Source: an optimization exercise on an open RTL-to-GDS flow (aim: small area). Production flows keep margins and buffers that such runs may drop.
The RTL was checked by simulation tests, not by an equivalence proof against the original design.
Power and IR drop assume default switching activity.

<file path="design.v">
module counter(count, hex0, hex1, hex2, hex3, hex4, hex5, clk, resetn, enable);
	input clk;
	input resetn, enable;
	output [6:0] hex0, hex1, hex2, hex3, hex4, hex5;
	output [23:0] count;
	wire signal;
	wire [23:0] display;
	RateDivider rate(.pulse(signal),
					.enable(enable),
					.reset(resetn),
					.clock(clk),
					.counting(28'd49_999));
	DisplayCounter dis(.num(display), .en_able(signal), .reset_n(resetn), .clk(clk));
	hex_decoder h0(.hex_digit(display[3:0]), .segments(hex0));
	hex_decoder h1(.hex_digit(display[7:4]), .segments(hex1));
	hex_decoder h2(.hex_digit(display[11:8]), .segments(hex2));
	hex_decoder h3(.hex_digit(display[15:12]), .segments(hex3));
	hex_decoder h4(.hex_digit(display[19:16]), .segments(hex4));
	hex_decoder h5(.hex_digit(display[23:20]), .segments(hex5));
	assign count = display;
endmodule
module RateDivider(pulse, enable, reset, clock, counting);
	input enable, clock, reset;
	input [27:0] counting;
	output pulse;
	reg [27:0] out;
	always @(posedge clock)
	begin
		if (reset == 1'b0)
			out[27:0] <= counting[27:0];
		else if (enable == 1'b1)
			begin
				if (out == 28'd0)
					out <= counting[27:0];
				else
					out <= out - 1'd1;
			end
	end
	assign pulse = (out == 28'd0) ? 1 : 0;
endmodule
module DisplayCounter(num, en_able, reset_n, clk);
	input en_able, reset_n, clk;
	output reg [23:0] num;
	always @(posedge clk)
	begin
		if (reset_n == 1'b0)
			num <= 23'b0;
		else if (en_able == 1'b1)
			begin
				if (num == 24'b1111_1111_1111_1111_1111_1111) num <= num;
				else
					begin
						num <= num + 1'b1;
					end
			end
	end
endmodule
module hex_decoder(hex_digit, segments);
    input [3:0] hex_digit;
    output reg [6:0] segments;
    always @(*)
        case (hex_digit)
            4'h0: segments = 7'b100_0000;
            4'h1: segments = 7'b111_1001;
            4'h2: segments = 7'b010_0100;
            4'h3: segments = 7'b011_0000;
            4'h4: segments = 7'b001_1001;
            4'h5: segments = 7'b001_0010;
            4'h6: segments = 7'b000_0010;
            4'h7: segments = 7'b111_1000;
            4'h8: segments = 7'b000_0000;
            4'h9: segments = 7'b001_1000;
            4'hA: segments = 7'b000_1000;
            4'hB: segments = 7'b000_0011;
            4'hC: segments = 7'b100_0110;
            4'hD: segments = 7'b010_0001;
            4'hE: segments = 7'b000_0110;
            4'hF: segments = 7'b000_1110;   
            default: segments = 7'h7f;
        endcase
endmodule
module runningdog
	(
		CLOCK_50,
		resetn,
		KEY,
		plot,
		x,
		y,
		colour,
		HEX0,
		HEX1,
		HEX2,
		HEX3,
		HEX4,
		HEX5
	);
	input			CLOCK_50;
	input			resetn;
	input   [3:1]   KEY;
	output			plot;
	output	[7:0]	x;
	output	[6:0]	y;
	output	[2:0]	colour;
	output   [6:0] HEX0, HEX1, HEX2, HEX3, HEX4, HEX5;
	wire writeEn;
	wire ld_x, ld_y, draw, draw_ground;
	wire en_xy, en_delay, finish_draw, finish_erase, finish_death, right, down, up, is_jump, is_kneel, finish_tree_draw, en_erase, en_xy_tree, draw_tree, finish_delay, is_over, set_over;
	wire finish_bird, draw_bird, en_bird, draw_death, is_count;
	wire finish_ground;
	wire [23:0] count;
	assign plot = writeEn;
	counter c0(count, HEX0, HEX1, HEX2, HEX3, HEX4, HEX5, CLOCK_50, KEY[1] & resetn, is_count);
	datapath3 d3(
				 .count(count),
	             .colour(3'b000),
		         .resetn(resetn),
		         .clock(CLOCK_50),
				 .draw(draw),
                 .draw_ground(draw_ground),				 
		         .en_xy(en_xy),
		         .en_delay(en_delay),
				 .right(right),
				 .down(down),
		       .up(up),
		         .x(x),
		         .y(y),
		         .colour_out(colour),
				 .finish_ground(finish_ground),
		         .finish_draw(finish_draw),
		         .finish_erase(finish_erase),
				 .is_jump(is_jump),
				 .is_kneel(is_kneel),
				 .finish_tree_draw(finish_tree_draw),
				 .en_xy_tree(en_xy_tree),
				 .draw_tree(draw_tree),
				 .finish_delay(finish_delay),
				 .en_erase(en_erase),
				 .is_over(is_over),
				 .set_over(set_over),
				 .finish_bird(finish_bird),
				 .draw_bird(draw_bird),
				 .en_bird(en_bird),
				 .draw_death(draw_death),
				 .finish_death(finish_death),
				 .is_count(is_count)
	             );
	 FSM3 fsm3(
		       .clock(CLOCK_50),
		       .resetn(resetn),
		       .go(~KEY[1]),
			   .jump(KEY[2]),
				.kneel(KEY[3]),
			   .finish_ground(finish_ground),
		       .finish_draw(finish_draw),
		       .finish_erase(finish_erase),
			   .x(x),
			   .y(y),		
		       .en_xy(en_xy),
		       .en_delay(en_delay),
			   .right(right),
			   .down(down),
				.up(up),
			   .draw_ground(draw_ground),
		       .draw(draw),
		       .plot(writeEn),
			   .is_jump(is_jump),
				.is_kneel(is_kneel),
			   .finish_tree_draw(finish_tree_draw),
			   .en_xy_tree(en_xy_tree),
			   .draw_tree(draw_tree),
			   .finish_delay(finish_delay),
			   .en_erase(en_erase),
			   .is_over(is_over),
			   .set_over(set_over),
			   .finish_bird(finish_bird),
			   .draw_bird(draw_bird),
			   .en_bird(en_bird),
			   .draw_death(draw_death),
			   .finish_death(finish_death)
		       );
endmodule
module datapath3(count,
				colour, 
				resetn, 
				clock, 
				draw, 
				draw_ground, 
				draw_tree,
				draw_bird,
				draw_death,
				en_xy, 
				en_xy_tree,
				en_erase,
				en_delay,
				en_bird,
				set_over,
				right, 
				down,
				up,	
				x, 
				y, 
				colour_out, 
				finish_ground, 
				finish_draw, 
				finish_erase, 
				finish_tree_draw,
				finish_bird,
				finish_death,
				is_jump,
				is_kneel,
				q,
				finish_delay,
				is_over,
				is_count);
    input resetn, clock;
	input en_xy, en_delay, en_erase, draw, right, down, up, is_jump, is_kneel, draw_ground, en_xy_tree, draw_tree, set_over, draw_bird, en_bird, draw_death;
	input [2:0] colour;
	input [23:0] count;
	output reg is_count;
	output reg finish_erase;
	output reg finish_ground;
	output reg finish_draw;
	output reg finish_tree_draw;
	output reg finish_bird;
	output reg finish_death;
	output finish_delay;
	output reg is_over;
	reg [7:0] ground_x;
	reg [6:0] ground_y;
	output reg [7:0] x;
	output reg [6:0] y;
	output reg [2:0] colour_out;
	reg [7:0] tree_x;
	reg [6:0] tree_y;
	reg [7:0] x_original;
	reg [6:0] y_original;
	reg [7:0] erase_counter_x;
	reg [6:0] erase_counter_y;
	reg [7:0] bird_x;
	reg [6:0] bird_y;
	reg [4:0] bird_q; 
	reg [5:0] death_q;
	reg direction;
	output reg [5:0] q;
	reg [1:0] tree_x_counter;
	reg [6:0] tree_y_counter;
	reg [3:0]  frame;
	reg [19:0] delay;
	reg [19:0] tree_delay;
	reg [3:0] tree_frame;
	wire en_frame;
	wire en_tree_frame;
	wire [7:0] LFSR_out;
	LFSR l0(.clk(clock), .resetn(resetn), .out(LFSR_out));
	reg is_over_q;
	reg is_count_q;
	always @(posedge clock)
	begin
		is_over_q <= is_over;
		if(!resetn)
			is_count_q <= 1'b0;
		else
			is_count_q <= is_count;
	end
	always @(*)
	begin
		is_over = is_over_q;
		if(!resetn)
			is_over = 1'b0;
		if(set_over)
			is_over = 1'b0;
		else
			begin
				if(x_original + 3'd6 > tree_x && x_original + 3'd6 < tree_x + 3'd3)
					begin
						if(y_original + 3'd7 > tree_y)
							is_over = 1'd1;
					end	
				if(x_original > tree_x && x_original < tree_x + 3'd3)
				    begin
					    if(y_original + 3'd7 > tree_y)
						    is_over = 1'd1;
					end
				if(x_original < bird_x && x_original + 3'd3 > bird_x)
					begin
						if(y_original >= bird_y - 3'd7 && y_original <= bird_y + 3'd3)
							is_over = 1'd1;
					end
				if(x_original > bird_x && x_original < bird_x + 3'd1)
					begin
						if(y_original >= bird_y - 3'd7 && y_original <= bird_y + 3'd3)
							is_over = 1'd1;
					end
				if(x_original > bird_x && x_original + 3'd6 > bird_x + 3'd7)
					begin
						if(y_original >= bird_y - 3'd7 && y_original <= bird_y + 3'd3)
							is_over = 1'd1;
					end
			end
		is_count = is_count_q;
		if(draw_ground)
			is_count = 1;
		if(is_over)
			is_count = 0;
	end
	always @(posedge clock)
	begin: ground
	    if(!resetn || set_over)
		    begin
		        ground_x <= 8'd0;
				ground_y <= 7'd115;
				finish_ground <= 1'd0;
		    end
		if(finish_delay)
			begin
				ground_y <= 7'd115;
				ground_x <= 8'd0;
			end
		if(ground_y == 7'd120)
			begin
				ground_y <= 7'd115;
				finish_ground <= 1'd1;
			end	
		else
		    begin
			    if(draw_ground)
				    begin
				        if (ground_x >= 8'd159)
				            begin
					            ground_x <= 0;
						        ground_y <= ground_y + 1;
					        end
						else
							begin
								ground_x <= ground_x + 1;
								finish_ground <= 1'd0;
							end
			        end
			end
	end
	always @(posedge clock)
	begin
		if(!resetn || set_over)
			begin
				erase_counter_x <= 8'd0;
				erase_counter_y <= 7'd0;
				finish_erase <= 1'd0;
			end
		if(finish_delay)
			begin
				erase_counter_y <= 7'd0;
				erase_counter_x <= 8'd0;
			end
		if(erase_counter_y == 7'd120)
			begin
				erase_counter_y <= 7'd0;
				finish_erase <= 1'd1;
			end
		else
			begin
				if(en_erase)
					begin
						if(erase_counter_x >= 8'd159)
							begin
								erase_counter_x <= 0;
								erase_counter_y <= erase_counter_y + 1'd1;
							end
						else
							begin
								erase_counter_x <= erase_counter_x + 1;
								finish_erase <= 1'd0;
							end
					end
			end
	end
	always @(posedge clock)
	begin
		if (!resetn || set_over) begin
			colour_out <= 3'b000;
			end
		else 
			begin
			    if(draw_ground)
				    colour_out <= 3'b111;
			    if (draw && count[23:0] < 24'd5)
				    colour_out <= 3'b100;
				else if(draw &&  count[23:0] >= 24'd5 && count[23:0] < 24'd10)
					colour_out <= 3'b000;
				else if(draw && count[23:0] >= 24'd10)
					colour_out <= 3'b110;
				if (draw_tree)
					colour_out <= 3'b010;
				if(draw_bird)
					colour_out <= 3'b001;
			    if (draw_death)
				    colour_out <= 3'b101;
				if (en_erase && count[23:0] < 24'd10)
					colour_out <= 3'b011;
				else if (en_erase && count[23:0] >= 24'd10)
					colour_out <= 3'b000;
			end
	end
	always @(posedge clock)
	begin: delay_counter
		if (!resetn || set_over)
			delay <= 20'd4920;
		if (delay == 0 && count[23:0] < 24'd5)
			delay <= 20'd4920;
		else if(delay == 0 && count[23:0] >= 24'd5 && count[23:0] < 24'd10)
			delay <= 20'd4900;
		else if(delay == 0 && count[23:0] >= 24'd10)
			delay <= 20'd4890;
	    else if (en_delay)
		begin
			    delay <= delay - 1'b1;
		end
	end
	assign en_frame = (delay == 20'd0)? 1: 0;
	always @(posedge clock)
	begin: frame_counter
	    if (!resetn || set_over)
		    frame <= 4'b0000;
		if (frame == 4'd1)
			frame <= 4'd0;
		else if (en_frame == 1'b1)
		begin
			    frame <= frame + 1'b1;
		end
	end
	assign finish_delay = (frame == 4'd1) ? 1: 0;
	always @(posedge clock)
	begin: x_counter
		if (!resetn || set_over)
			x_original <= 8'd10;
	end
	always @(posedge clock)
	begin: y_counter
	    if (!resetn || set_over)
		    y_original <= 7'd110;
		else if (en_xy)
		begin
			if (is_jump)
				begin
					if (down == 1'b1)
						y_original <= y_original + 1'b1;
					else
						y_original <= y_original - 1'b1;
				end
			else if (is_kneel)
				begin
					if (up == 1'b1)
						y_original <= y_original - 1'b1;
					else
						y_original <= y_original + 1'b1;
				end
		end
	end
	always @(posedge clock)
	begin
		if(!resetn || set_over)
			bird_x <= 8'd60;
		else if(en_bird)
			bird_x <= bird_x - 1'd1;
	end
	always @(posedge clock)
	begin
		if(!resetn || set_over) begin
			bird_y <= 7'd90;
			end
		else if(en_bird)
			begin
					bird_y <= bird_y;
			end
		else if(bird_x == 8'd200)
			begin
				if (LFSR_out[1:0] == 2'b00)
					bird_y <= 7'd80;
				else if (LFSR_out[1:0] == 2'b01)
					bird_y <= 7'd107;
				else if (LFSR_out[1:0] == 2'b10)
					bird_y <= 7'd70;
				else if (LFSR_out[1:0] == 2'b11)
					bird_y <= 7'd90;
			end
	end
	always @(posedge clock)
	begin
		if(!resetn)
			begin
				bird_q <= 5'd0;
				finish_bird <= 1'd0;
			end
		if(finish_delay)
			bird_q <= 5'd0;
		if(bird_q == 5'd17)
			begin
				bird_q <= 5'd0;
				finish_bird <= 1'd1;
			end	
		else if(draw_bird)
			begin
				bird_q <= bird_q + 1'd1;
				finish_bird <= 1'd0;
			end	
	end
	always @(posedge clock)
	begin
		if(!resetn)
			begin
				death_q <= 6'd0;
				finish_death <= 1'd0;
			end
		if(finish_delay)
			death_q <= 6'd0;
		if(death_q == 6'd42)
			begin
				death_q <= 6'd0;
				finish_death <= 1'd1;
			end	
		else if(draw_death)	
			begin
				death_q <= death_q + 1'd1;
				finish_death <= 1'd0;
			end
	end
	always @(posedge clock)
	begin
		if(!resetn || set_over)
			tree_x <= 8'd130;
		else if(en_xy_tree)
		begin
			tree_x <= tree_x - 1'd1;
		end
	end
	always @(posedge clock)
	begin
		if(!resetn || set_over)
			tree_y <= 7'd100;
		else if(tree_x + 2'd3 == 8'd200)
		begin
			if (LFSR_out[1:0] == 2'b00)
			    tree_y <= 7'd112;
			else if (LFSR_out[1:0] == 2'b01)
			    tree_y <= 7'd105;
			else if (LFSR_out[1:0] == 2'b10)
			    tree_y <= 7'd95;
			else if (LFSR_out[1:0] == 2'b11)
			    tree_y <= 7'd90;
		end
	end
	always @(posedge clock)
	begin
		if(!resetn || set_over)
			begin
				tree_x_counter <= 2'd0;
				tree_y_counter <= 7'd0;
				finish_tree_draw <= 1'd0;
			end
		if(finish_delay) begin
			tree_y_counter <= 7'd0;
			tree_x_counter <= 2'd0;
		end
		else if(draw_tree)
				begin
					if(tree_x_counter == 2'd3)
						begin
							tree_x_counter <= 0;
							if(tree_y_counter + tree_y == 7'd114)
								begin
									tree_y_counter <= 7'd0;
									finish_tree_draw <= 1'd1;
								end
							else
								tree_y_counter <= tree_y_counter + 1'd1;
						end
					else
						begin
							tree_x_counter <= tree_x_counter + 1;
							finish_tree_draw <= 1'd0;
						end	
				end
	end
	always @(posedge clock)
	begin: counter
		if (!resetn || set_over) begin
			q <= 4'b0000;
			finish_draw <= 1'd0;
			end
		if(finish_delay) begin
			q <= 4'b0000;
			end
		if (q == 6'd25) begin
			q <= 0;
			finish_draw <= 1'b1;
			end
		else if (draw)
			begin
				q <= q + 1;
				finish_draw <= 1'b0;
			end
	end
	reg [7:0] x_q;
	reg [6:0] y_q;
	always @(posedge clock)
	begin
		x_q <= x;
		y_q <= y;
	end
	always @(*)
	begin
		x = x_q;
		y = y_q;
		if (!resetn || set_over) begin
			x = ground_x;
			y = ground_y;
		end
		else if (draw_ground)
		    begin
			    x = ground_x;
				y = ground_y;
			end
		else if(draw_tree)
			begin
				x = tree_x + tree_x_counter;
				y = tree_y + tree_y_counter;
			end
		else if(draw)
			begin
				if(q == 6'd0) begin
					x = x_original + 2'd3;
					y = y_original;
				end	
				else if (q == 6'd1) begin
					x = x_original + 3'd4;
					y = y_original;
				end
				else if(q == 6'd2) begin
					x = x_original + 3'd5;
					y = y_original;
				end
				else if(q == 6'd3) begin
					x = x_original + 2'd3;
					y = y_original + 1'b1;
				end	
				else if(q == 6'd4) begin
					x = x_original + 3'd5;
					y = y_original + 1'd1;
				end
				else if(q == 6'd5) begin
					x = x_original + 2'd3;
					y = y_original + 2'd2;
				end	
				else if(q == 6'd6) begin
					x = x_original + 3'd4;
					y = y_original + 2'd2;
				end	
				else if(q == 6'd7) begin
					x = x_original + 3'd5;
					y = y_original + 2'd2;
				end
				else if(q == 6'd8) begin
					x = x_original;
					y = y_original + 3'd3;
				end
				else if(q == 6'd9) begin
					x = x_original + 1'd1;
					y = y_original + 3'd3;
				end
				else if(q == 6'd10) begin
					x = x_original + 2'd2;
					y = y_original + 3'd3;
				end
				else if(q == 6'd11) begin
					x = x_original + 2'd3;
					y = y_original + 3'd3;
				end
				else if(q == 6'd12) begin
					x = x_original;
					y = y_original + 3'd4;
				end
				else if(q == 6'd13) begin
					x = x_original + 1'd1;
					y = y_original + 3'd4;
				end
				else if(q == 6'd14) begin
					x = x_original + 2'd2;
					y = y_original + 3'd4;
				end
				else if(q == 6'd15) begin
					x = x_original + 2'd3;
					y = y_original + 3'd4;
				end	
				else if(q == 6'd16) begin
					x = x_original;
					y = y_original + 3'd5;
				end
				else if(q == 6'd17) begin
					x = x_original + 1'd1;
					y = y_original + 3'd5;
				end
				else if(q == 6'd18) begin
					x = x_original + 2'd2;
					y = y_original + 3'd5;
				end
				else if(q == 6'd19) begin
					x = x_original + 3'd3;
					y = y_original + 3'd5;
				end
				else if(q == 6'd20) begin
					x = x_original;
					y = y_original + 3'd6;
				end	
				else if(q == 6'd21) begin
					x = x_original + 3'd3;
					y = y_original + 3'd6;
				end
				else if(q == 6'd22) begin
					x = x_original - 1'd1;
					y = y_original + 2'd3;
				end
				else if(q == 6'd23) begin
					x = x_original - 2'd2;
					y = y_original + 2'd3;
				end
				else if(q == 6'd24) begin
					x = x_original + 2'd3;
					y = y_original - 1'd1;
				end
				else if(q == 6'd25) begin
					x = x_original + 3'd5;
					y = y_original - 1'd1;
				end
			end
		else if(draw_bird) begin
			if(bird_q == 5'd0) begin
				x = bird_x;
				y = bird_y + 2'd2;
				end
			else if(bird_q == 5'd1) begin
				x = bird_x + 1'd1;
				y = bird_y;
				end
			else if(bird_q == 5'd2) begin
				x = bird_x + 1'd1;
				y = bird_y + 2'd1;
				end
			else if(bird_q == 5'd3) begin
				x = bird_x + 1'd1;
				y = bird_y + 2'd2;
				end
			else if(bird_q == 5'd4) begin
				x = bird_x + 2'd2;
				y = bird_y;
				end
			else if(bird_q == 5'd5) begin
				x = bird_x + 2'd2;
				y = bird_y + 2'd2;
				end	
			else if(bird_q == 5'd6) begin
				x = bird_x + 2'd3;
				y = bird_y;
				end	
			else if(bird_q == 5'd7) begin
				x = bird_x + 2'd3;
				y = bird_y + 1'd1;
				end	
			else if(bird_q == 5'd8) begin
				x = bird_x + 2'd3;
				y = bird_y + 2'd2;
				end	
			else if(bird_q == 5'd9) begin
				x = bird_x + 3'd4;
				y = bird_y - 1'd1;
				end
			else if(bird_q == 5'd10) begin
				x = bird_x + 3'd4;
				y = bird_y;
				end
			else if(bird_q == 5'd11) begin
				x = bird_x + 3'd4;
				y = bird_y + 1'd1;
				end	
			else if(bird_q == 5'd12) begin
				x = bird_x + 3'd4;
				y = bird_y + 2'd2;
				end	
			else if(bird_q == 5'd13) begin
				x = bird_x + 3'd5;
				y = bird_y;
				end
			else if(bird_q == 5'd14) begin
				x = bird_x + 3'd5;
				y = bird_y + 1'd1;
				end
			else if(bird_q == 5'd15) begin
				x = bird_x + 3'd5;
				y = bird_y + 2'd2;
				end
			else if(bird_q == 5'd16) begin
				x = bird_x + 3'd6;
				y = bird_y;
				end
			else if(bird_q == 5'd17) begin
				x = bird_x + 3'd6;
				y = bird_y + 2'd2;
				end	
			end
		else if(draw_death) begin
			if(death_q == 6'd0) begin
				x = x_original;
				y = y_original + 2'd2;
			end
			else if(death_q == 6'd1) begin
				x = x_original + 1'd1;
				y = y_original + 2'd2;
			end
			else if(death_q == 6'd2) begin
				x = x_original + 2'd2;
				y = y_original + 2'd2;
			end
			else if(death_q == 6'd3) begin
				x = x_original + 2'd2;
				y = y_original + 1'd1;
			end
			else if(death_q == 6'd4) begin
				x = x_original + 2'd2;
				y = y_original;
			end
			else if(death_q == 6'd5) begin
				x = x_original + 2'd2;
				y = y_original + 2'd3;
			end
			else if(death_q == 6'd6) begin
				x = x_original + 2'd2;
				y = y_original + 3'd4;
			end
			else if(death_q == 6'd7) begin
				x = x_original + 2'd2;
				y = y_original + 3'd5;
			end
			else if(death_q == 6'd8) begin
				x = x_original + 2'd2;
				y = y_original + 3'd6;
			end
			else if(death_q == 6'd9) begin
				x = x_original + 2'd3;
				y = y_original + 2'd2;
			end
			else if(death_q == 6'd10) begin
				x = x_original + 3'd4;
				y = y_original + 2'd2;
			end
			else if(death_q == 6'd11) begin
				x = 70;
				y = 10;
			end
			else if(death_q == 6'd12) begin
				x = 71;
				y = 10;
			end
			else if(death_q == 6'd13) begin
				x = 74;
				y = 10;
			end
			else if(death_q == 6'd14) begin
				x = 76;
				y = 10;
			end
			else if(death_q == 6'd15) begin
				x = 77;
				y = 10;
			end
			else if(death_q == 6'd16) begin
				x = 79;
				y = 10;
			end
			else if(death_q == 6'd17) begin
				x = 80;
				y = 10;
			end
			else if(death_q == 6'd18) begin
				x = 70;
				y = 11;
			end
			else if(death_q == 6'd19) begin
				x = 72;
				y = 11;
			end
			else if(death_q == 6'd20) begin
				x = 76;
				y = 11;
			end
			else if(death_q == 6'd21) begin
				x = 79;
				y = 11;
			end
			else if(death_q == 6'd22) begin
				x = 81;
				y = 11;
			end
			else if(death_q == 6'd23) begin
				x = 70;
				y = 12;
			end
			else if(death_q == 6'd24) begin
				x = 72;
				y = 12;
			end
			else if(death_q == 6'd25) begin
				x = 74;
				y = 12;
			end
			else if(death_q == 6'd26) begin
				x = 76;
				y = 12;
			end
			else if(death_q == 6'd27) begin
				x = 77;
				y = 12;
			end
			else if(death_q == 6'd28) begin
				x = 79;
				y = 12;
			end
			else if(death_q == 6'd29) begin
				x = 81;
				y = 12;
			end
			else if(death_q == 6'd30) begin
				x = 70;
				y = 13;
			end
			else if(death_q == 6'd31) begin
				x = 72;
				y = 13;
			end
			else if(death_q == 6'd32) begin
				x = 74;
				y = 13;
			end
			else if(death_q == 6'd33) begin
				x = 76;
				y = 13;
			end
			else if(death_q == 6'd34) begin
				x = 79;
				y = 13;
			end
			else if(death_q == 6'd35) begin
				x = 81;
				y = 13;
			end
			else if(death_q == 6'd36) begin
				x = 70;
				y = 14;
			end
			else if(death_q == 6'd37) begin
				x = 71;
				y = 14;
			end
			else if(death_q == 6'd38) begin
				x = 74;
				y = 14;
			end
			else if(death_q == 6'd39) begin
				x = 76;
				y = 14;
			end
			else if(death_q == 6'd40) begin
				x = 77;
				y = 14;
			end
			else if(death_q == 6'd41) begin
				x = 79;
				y = 14;
			end
			else if(death_q == 6'd42) begin
				x = 80;
				y = 14;
			end
			end
		else if(en_erase)
			begin
				x = erase_counter_x;
				y = erase_counter_y;
			end	
	end
endmodule
module FSM3(clock, 
			resetn, 
			go, 
			jump,
			kneel,
			finish_ground, 
			finish_draw, 
			finish_erase, 
			finish_tree_draw,
			finish_bird,
			finish_death,
			x, 
			y, 
			en_xy,
			en_xy_tree,
			en_delay, 
			en_bird,
			right,
			down,
			up,
			draw_ground, 
			draw_tree,
			draw_bird,
			draw, 
			draw_death,
			plot, 
			is_jump,
			is_kneel,	
			current_state,
			finish_delay,
			en_erase,
			is_over,
			set_over);
	input resetn, clock, go, finish_ground, finish_draw, finish_erase, finish_tree_draw, finish_death, jump, kneel, finish_bird, finish_delay, is_over;
	input [7:0] x;
	input [6:0] y;
	output reg en_xy, en_xy_tree, en_erase, en_delay, draw_ground, draw, draw_death, plot, down, up, right, is_jump, is_kneel, draw_tree, set_over, draw_bird, en_bird;
	output reg [3:0] current_state;
	reg [3:0] next_state;
	localparam  BEGIN = 4'd0,
	            GROUND = 4'd1,
				DRAW = 4'd2,
				DRAW_TREE = 4'd3,
				DRAW_BIRD = 4'd4,
				DRAW_DEATH = 4'd5,
				DELAY = 4'd6,
				ERASE= 4'd7,
				NEW_XY = 4'd8,
				NEW_XY_TREE = 4'd9,
				NEW_XY_BIRD = 4'd10;
	always @(posedge clock)
	begin
		if(!resetn || current_state == BEGIN)
			is_jump <= 0;
		if(!jump)
			is_jump <= 1;
		else if(down == 1 && y == 7'd115 && current_state == DRAW)
			is_jump <= 0;
	end
	always @(posedge clock)
	begin
		if(!resetn || current_state == BEGIN)
			is_kneel <= 0;
		if(!kneel)
			is_kneel <= 1;
		else if(up == 1 && y == 7'd115 && current_state == DRAW)
			is_kneel <= 0;
	end
	always @(*)
	begin: state_table
		next_state = current_state;
		case (current_state)
			BEGIN: next_state = go ? GROUND : BEGIN;
			GROUND : begin
						if(finish_ground)  
							begin
								if(is_over)
									next_state = DRAW_DEATH;
								else
									next_state = DRAW;
							end
					end
			DRAW: next_state = finish_draw ? DRAW_BIRD : DRAW;
			DRAW_BIRD : next_state = finish_bird ? DRAW_TREE: DRAW_BIRD;
			DRAW_TREE : next_state = finish_tree_draw ? DELAY : DRAW_TREE;
			DRAW_DEATH : next_state = finish_death ? DRAW_BIRD : DRAW_DEATH;
			DELAY : begin 
						if(finish_delay)
							begin
								if(is_over)
									next_state = BEGIN;
								else
									next_state = ERASE;
							end	
					end
			ERASE: begin
						if(finish_erase)
							begin
								if(is_jump || is_kneel)
									next_state = NEW_XY;
								else
									next_state = NEW_XY_TREE;
							end
					end
			NEW_XY: next_state = NEW_XY_TREE;
			NEW_XY_TREE : next_state = NEW_XY_BIRD;
			NEW_XY_BIRD : next_state = GROUND;
			default: next_state = BEGIN;
		endcase
	end
	always @(*)
	begin: signals
		en_xy = 1'b0; 
		en_delay = 1'b0;
		draw = 1'b0;
		plot = 1'b0;
		draw_ground = 1'b0;
		draw_tree = 1'b0;
		draw_bird = 1'b0;
		en_xy_tree = 1'b0;
		en_erase = 1'b0;
		set_over = 1'b0;
		en_bird = 1'b0;
		draw_death = 1'b0;
		case (current_state)
		BEGIN: begin
			set_over = 1'b1;
		end
		GROUND: begin
		    draw_ground = 1'b1;
			plot = 1'b1;
			end
		DRAW: begin
			draw = 1'b1;
			plot = 1'b1;
			end
		DRAW_BIRD: begin
		    draw_bird = 1'b1;
			plot = 1'b1;
		    end
		DRAW_TREE: begin
			draw_tree = 1'b1;
			plot = 1'b1;
			end
		DELAY: begin
			en_delay = 1'b1;
			end	
		DRAW_DEATH: begin
			draw_death = 1'b1;
			plot = 1'b1;
			end
		ERASE: begin
			en_erase = 1'b1;
			plot = 1'b1;
			end
		NEW_XY :
			begin
				en_xy = 1'b1;
			end
		NEW_XY_TREE:
			begin
				en_xy_tree = 1'b1;
			end
		NEW_XY_BIRD:
			begin
				en_bird = 1'b1;
			end
		endcase
	end
	always @(posedge clock)
	begin
		if(!resetn)begin
			right <= 1'b1;
			down <= 1'b0;
			up <= 1'b0;
		end	
		else
			begin
				if (y == 7'd115 && current_state == DRAW)
					begin
						down <= 0;
						up <= 0;
					end
				if (y == 7'd60 && current_state == DRAW)
					begin
						down <= 1;
					end
				if (y == 7'd118 && current_state == DRAW)
					begin
						up <= 1;
					end
			end	
	end
always@(posedge clock)
    begin: state_FFs
        if(!resetn)
            current_state <= BEGIN;
        else
            current_state <= next_state;
    end  
endmodule
module LFSR(clk, resetn, out);
	input clk;
	input resetn;
	output [4:0] out;
	wire xor_out;
	reg [12:0] random_reg;
	reg [3:0] current_reg;
	assign xor_out = random_reg[12] ^ random_reg[3] ^ random_reg[2] ^ random_reg[0];
	always @(posedge clk)
	begin
		if(!resetn)
			begin
				random_reg <= 8'd7;
				current_reg <= 3'd0;
			end
		else
			begin
				random_reg <= {random_reg[11:0], xor_out};
			end
	end
	assign out = random_reg[4:0];
endmodule
</file>
<file path="run.sh">
#!/bin/bash
# synth_recipe.tcl (not shown) runs the flow's synth.tcl, then flattens the netlist and writes it again
# the make line also repeats each setting of config.mk as NAME=value (left out here)
make -C /OpenROAD-flow-scripts/flow DESIGN_CONFIG=/design/flow/config.mk WORK_HOME=/design/flow/orfs CLKGATE_MAP_FILE= SYNTH_SCRIPT=/design/flow/synth_recipe.tcl finish
</file>
<file path="config.mk">
export PLATFORM = sky130hd
export DESIGN_NAME = runningdog
export DESIGN_NICKNAME = runningdog
export VERILOG_FILES = /design/flow/design.v
export SDC_FILE = /design/flow/constraint.sdc
export NUM_CORES = 4
export LEC_CHECK = 0
export CAP_MARGIN = 20
export CORE_MARGIN = 2
export CORE_UTILIZATION = 40
export SLEW_MARGIN = 20
</file>
<file path="constraint.sdc">
create_clock -name core_clock -period 10.0 [get_ports {CLOCK_50}]
set_input_delay 2.0000 -clock core_clock [delete_from_list [all_inputs] [get_ports {CLOCK_50}]]
set_output_delay 2.0000 -clock core_clock [all_outputs]
set_load 0.01 [all_outputs]
</file>
==> run notes <==
## how the worst min path moves through the flow
stage | cells after the start | slack, ns | startpoint | endpoint
after floorplan | 1 | 0.41 | d3.l0.random_reg[9]$_SDFF_PN0_ | d3.l0.random_reg[10]$_SDFF_PN0_
after global placement | 1 | 0.42 | d3.l0.random_reg[11]$_SDFF_PN0_ | d3.l0.random_reg[12]$_SDFF_PN0_
after detailed placement | 1 | 0.42 | d3.l0.random_reg[4]$_SDFF_PN0_ | d3.l0.random_reg[5]$_SDFF_PN0_
after CTS | 1 | 0.43 | d3.l0.random_reg[7]$_SDFF_PN0_ | d3.l0.random_reg[8]$_SDFF_PN0_
after global routing | 1 | 0.45 | d3.l0.random_reg[7]$_SDFF_PN0_ | d3.l0.random_reg[8]$_SDFF_PN0_
final | 1 | 0.43 | d3.l0.random_reg[11]$_SDFF_PN0_ | d3.l0.random_reg[12]$_SDFF_PN0_
## placed cells by master, fill, tap and decap left out, drive strengths merged, types with 22 or more instances in the layout
cell and count:
nor2 304, clkdlybuf4s50 65, dfxtp 267, o31ai 22, ha 126, nor4 37
xor2 51, buf 60, nand3 117, o22ai 51, nand4 40, or3 32
mux2i 44, nand2 289, a211oi 39, o21ai 226, inv 114, a21oi 215
and2 43, and3 29, o211ai 44, nor2b 39, xnor2 77, a31oi 59
nor3 89, clkbuf 51, nand2b 45
## stage by stage
stage,instances,instance area [um2]
final,3675,24200
after global routing,3675,24200
after CTS,3674,24200
after detailed placement,3612,23000
after global placement,3612,23000
after floorplan,3004,21800
## where the power goes
part           internal, W  switching [W]  leakage [nW]  total (W)
combinational     0.000317       0.000609          6.02   0.000926
sequential         0.00111       0.000126          2.16    0.00124
clock             0.000739       0.000520         0.555    0.00126
## layer usage
| metal | part of all wire [%] | vias to the layer above | track usage (%) |
|---|---|---|---|
| met5 | 0.038 | - | 0 |
| met4 | 5.1 | 4 | 13.1 |
| met3 | 9.2 | 247 | 6.48 |
| li1 | - | 10900 | - |
| met2 | 44 | 1202 | 48.2 |
| met1 | 42 | 11300 | 40.1 |
## logic make-up after synthesis
kind of cell	Yosys count	share of synthesized area (%)
muxes	57	2.69
adders and majority gates	128	7.41
and+or+nand+nor	1193	27.7
xor gates and xnor gates	128	5.14
buffers and inverters	327	5.73
DFF	267	24.5
AOI/OAI and AO/OA	904	26.8
## area by class of cell
class	instances	share of cell area, %
Inverter	115	1.79
Clock buffer	51	4.20
Multi-Input combinational cell	2410	63.2
Clock inverter	11	0.569
Timing Repair Buffer	125	4.55
Tap cell	696	3.60
Sequential cell	267	22.1
## critical path: stages
cell and delay, ns:
clkdlybuf4s50_1 0.48, buf_4 0.40, nor2b_2 0.25, nand2b_1 0.52, a221o_1 0.49, a211oi_1 0.19
a31oi_1 0.14, a21oi_1 0.32, clkdlybuf4s50_1 0.60
==> metrics.md <==
| Metric | Value |
|---|---|
| WS Path Type | `input pin to primary output` |
| DRT Wirelength | `88.7 mm` |
| Largest area contributor in the netlist | `dfxtp_1` |
| Setup WS pre-CTS | `2.67 ns` |
| Share of flip-flops with an asynchronous set or reset | `0%` |
| CTS Buf Count | `35` |
| Crit-path max FO | `34` |
| Post-synth EDFFs | `0` |
| Final nets | `3087` |
| RSZ-0062 raised after global routing | `no` |
| Startpoint types | `input pin` |
| H-tree levels | `2` |
| Skew final | `0.0243 ns` |
| Most common cell in the netlist | `nor2_1` |
| Inserted Diodes | `0` |
| Syn Std Cell Area | `0.0218 mm2` |
| Worst-margin pin slew | `1.34 ns` |
| Tcrit/Tclk final | `74.3%` |
| Clock transition at path regs | `0.06 ns` |
| Core ar. | `0.0539 mm2` |
| Row cnt | `85` |
| First-pass GRT wire length | `134 mm` |
| Router iterations before antenna repair | `8` |
| Cell count after synthesis | `3004` |
| RR Endpoint | `c0.rate.out[5]$_SDFFE_PN0P_` |
| Status | `finished clean` |
| Max reg flops | `28` |
| Clock latency (worst-skew pair) | `0.56 ns` |
| Top post-synthesis cells by count | `nor2_1, nand2_1, dfxtp_1` |
| DR vias/cell | `6.44` |
| Total global routing overflow | `0` |
| Yosys reg bits | `267` |
| I/O Buffers | `65` |
| Sink Count | `267` |
| Hold Buf Count CTS | `0` |
| Die H | `238 um` |
| Most used DFF post-synth | `dfxtp_1` |
| Clk buf depth | `3` |
| Setup WS post-layout | `2.57 ns` |
| Filler cell count | `5437` |
| Synth top area share | `24.5%` |
| Max Slew Vio Count | `0` |
| Reg2reg path depth | `16` |
| Setup TNS | `0 ns` |
| Rel. slew slack | `10.3%` |
| Final setup fails | `0` |
| Layout cell share with drive strength beyond 1 | `6.14%` |
| Final core occ | `44.8%` |
| CTS root buf | `clkbuf_16` |
| Pin count of the biggest net entering global routing | `46` |
| Max-cap viol count | `0` |
| Routability cong. | `1.03` |
| DRC viols | `0` |
| Initial core utilization | `40.5%` |
| Pwr dens | `142 mW/mm2` |
| VDD IR max | `114 uV` |
| Critical path endpoint | `y[4]` |
| Biggest regs | `c0.rate.out x28, c0.dis.num x24, d3.delay x20` |
| Pleak | `8.73 nW` |
| Synth area leaders | `dfxtp_1, ha_1, nor2_1, o21ai_0, nand2_1` |
| Global Route Usage Sum | `30.5%` |
| CTS tree | `yes` |
| Synth-to-Final Area Change | `10.8%` |
| Footprint of the multi-input gates | `0.0153 mm2` |
| CP required | `8.00 ns` |
| Routed vias | `23700` |
| Sequential cell area | `0.00535 mm2` |
| Worst hold-check path type | `register to register` |
| Reg2Reg Launch Point | `d3.y_original[0]$_SDFFE_PP0P_` |
| Pwr Total | `0.00342 W` |
| DRT antenna net count | `0` |
| Syn_nets | `3137` |
| Most flops, register | `c0.rate.out` |
| Fin crit period | `7.43 ns` |
| Die width | `238 um` |
| Yosys warnings | `7` |
| CP arrival | `5.43 ns` |
| Ports | `66` |
| Fmax | `135 MHz` |
| Post-CTS Setup Repair Bufs | `0` |
| Synthesized area per cell | `7.26 um2` |
| Initial DRC count | `2709` |
| Post_cts resized | `0` |
| Seq/Total Area, Yosys | `24.5%` |
| Vias in the first global route | `21800` |
| Crit path from | `resetn` |
| Final hold violations | `0` |
| Antenna violations before repair | `2` |
| WL/cell | `24.1 um` |
| Hpwl dp | `65.8 mm` |
| Distinct cells, synth | `98` |
| Die ar. | `0.0564 mm2` |
| Crit. End Element | `primary output` |
| Hold Slack | `0.430 ns` |
| FF-to-FF setup slack | `4.59 ns` |

==> static timing again, ports no longer ideal <==
In the flow no input, the clock included, has a driving cell. The finished layout below was timed again as built, in two steps. Step 1 (the two cells are an assumption about what drives the block):
set clk [get_ports {CLOCK_50}]
set_driving_cell -lib_cell sky130_fd_sc_hd__clkbuf_16 $clk
set_driving_cell -lib_cell sky130_fd_sc_hd__buf_2 [delete_from_list [all_inputs] $clk]
Step 2 times the ports against the registers' clock, not the clock port: input delays grow and output delays shrink by t, the midpoint of the rising clock arrivals with the driver on. Three values: no drivers, after step 1, after step 2; two values: the first two.
shift t [ns]: 0.613
setup WS [ns]: 2.574 / 2.547 / 2.547
clock arrival spread, ns: 0.025 / 0.025
After both steps this run still meets setup and hold. The setup slack of this run moves by -0.027 ns with the drivers and by -0.027 ns with both steps.
